Background: an optimization exercise with open tools, aiming at small area. Do not read the settings as production practice. In this exercise RTL edits were held to simulation tests only and were not proved equivalent to the original. The clock input has no modelled driver; a real chip could not lean on it and would need a root buffer or a full tree. Power figures rest on the tool's default switching activity, not on a simulated workload.

==> flow/design.v (excerpt) <==
module main(
    input [1:0] A,
    input [1:0] B,
    output [1:0] S,
    input Cin,
    output Cout,
    input CLK,
    input RST,
    output [11:8] SF_D,
    output LCD_E,
    output LCD_RS,
    output LCD_RW,
    output LCD_Enable
    );
For scale: ~160 cells after synthesis, about 21 flip-flops, ~1200 um2 of cells after synthesis.
Settings: LEC_CHECK=0, CAP_MARGIN=0, CORE_MARGIN=2, CORE_UTILIZATION=35, SLEW_MARGIN=0; clock period 20.0 ns.
standard.sh (not shown) runs the stock make flow with config.mk's settings and CLKGATE_MAP_FILE= SYNTH_SCRIPT=/design/flow/synth_recipe.tcl, a recipe that flattens the netlist after the stock synthesis.
==> flow/flow/run.sh <==
#!/bin/bash
# Own layout flow: the standard flow (standard.sh) with these changes:
#  - synthesis maps the logic with several area-oriented ABC scripts (flow/abc_*.script) and keeps
#    the smallest result, without the adder-cell pre-mapping; the rest of synth_recipe.tcl
#    (register naming, flatten, rename) is unchanged;
#  - ports are buffered with sky130_fd_sc_hd__buf_1;
#  - after clock tree synthesis, flow/collapse.tcl replaces the tree with one clock buffer that
#    drives every flip-flop (POST_CTS_TCL hook of ORFS's cts.tcl).
# make's full output goes to make.log here; ORFS's own per-step logs are under orfs/logs/.
set -euo pipefail
W=$PWD
F=$FLOW_HOME
sed 's#^  log_cmd abc {\*}\$abc_args$#  source '"$W"'/flow/portfolio.tcl#' \
  "$F/scripts/synth.tcl" > "$W/area_synth.tcl"
grep -q "flow/portfolio.tcl" "$W/area_synth.tcl"
sed "s#\$::env(SCRIPTS_DIR)/synth.tcl#$W/area_synth.tcl#" "$W/synth_recipe.tcl" > "$W/area_synth_recipe.tcl"
grep -q "area_synth.tcl" "$W/area_synth_recipe.tcl"
bash "$W/standard.sh" \
  SYNTH_SCRIPT="$W/area_synth_recipe.tcl" \
  ADDER_MAP_FILE= \
  BUFFER_PORTS_ARGS="-buffer_cell sky130_fd_sc_hd__buf_1" \
  POST_CTS_TCL="$W/flow/collapse.tcl" \
  finish > "$W/make.log" 2>&1
Other scripts of this flow, unchanged in this note and not shown: flow/flow/abc_01.script, flow/flow/abc_02.script, flow/flow/abc_03.script, flow/flow/abc_04.script, flow/flow/abc_05.script, flow/flow/abc_06.script, flow/flow/abc_07.script, flow/flow/abc_08.script, flow/flow/abc_09.script, flow/flow/abc_10.script, flow/flow/abc_11.script, flow/flow/abc_12.script, flow/flow/abc_13.script, flow/flow/abc_14.script, flow/flow/abc_15.script, flow/flow/abc_16.script, flow/flow/abc_17.script, flow/flow/abc_18.script, flow/flow/abc_19.script, flow/flow/abc_20.script, flow/flow/abc_21.script, flow/flow/abc_22.script, flow/flow/abc_23.script, flow/flow/abc_24.script, flow/flow/abc_25.script, flow/flow/abc_26.script, flow/flow/collapse.tcl, flow/flow/portfolio.tcl
Then changed:
- CAP_MARGIN: 0 -> 20
- CORE_UTILIZATION: 35 -> 65
- PLACE_DENSITY: default -> 0.8
- SLEW_MARGIN: 0 -> 20
Outcome: Register-to-register slack got worse by 0.12 ns. Total power is about the same. Core utilization is higher by 35 points. First-iteration DRC count is higher by a few percent. Non-clock buffer count does not change. Fmax is higher slightly. Global-route usage is higher by 14 points. Flip-flop and latch count does not change. Cell area is lower slightly.
Then changed:
- CORE_UTILIZATION: 65 -> 35
- GPL_TIMING_DRIVEN: default -> 0
- PLACE_DENSITY: 0.8 -> default
Effect:
- The changed run went through all stages and came out clean
- wire length stays flat
- register-to-register slack degrades by 0.30 ns
- die area climbs by 77%
- worst setup slack degrades by 0.029 ns
- via count drops by 2.0%
- final cell count climbs by 11%
- final area climbs by 2.6%
- sequential power barely changes
Then changed:
- GPL_TIMING_DRIVEN: 0 -> default
What happened:
- setup slack got worse by 0.017 ns
- die area stays the same
- power came out lower slightly
- count of clock-buffer cells in the layout does not change
- hold slack got worse by 0.016 ns
- synthesized cell count stays the same
- non-clock buffer count came out lower by 1
- first-iteration DRC count came out lower by well over a third
- routed wire length came out lower by a few percent
- clock power hardly moves

[separate check: timing with driven ports]
Ports are ideal in the flow. The routed layouts listed here were re-timed in OpenROAD. Step 1 (the two cells are an assumption about what drives the block):
set clk [get_ports {CLK}]
set_driving_cell -lib_cell sky130_fd_sc_hd__clkbuf_16 $clk
set_driving_cell -lib_cell sky130_fd_sc_hd__buf_2 [delete_from_list [all_inputs] $clk]
Step 2 also shifts input and output timing later by t, the mid clock arrival at the registers, as if the neighbouring blocks saw the same clock. a / b / c = ideal / step 1 / step 2; a / b = the first two.
run | t, ns | setup slack, ns | latest minus earliest clock arrival (ns) | worst data-port slew with drivers (ns)
the first run | 0.178 | 10.650 / 10.628 / 10.628 | 0.001 / 0.002 | 0.03
the second run | 0.172 | 10.696 / 10.676 / 10.676 | 0.001 / 0.001 | 0.03
the third run | 0.179 | 10.667 / 10.647 / 10.647 | 0.001 / 0.000 | 0.03
the fourth run | 0.178 | 10.650 / 10.628 / 10.628 | 0.001 / 0.002 | 0.03
After both steps every run listed still meets setup and hold.
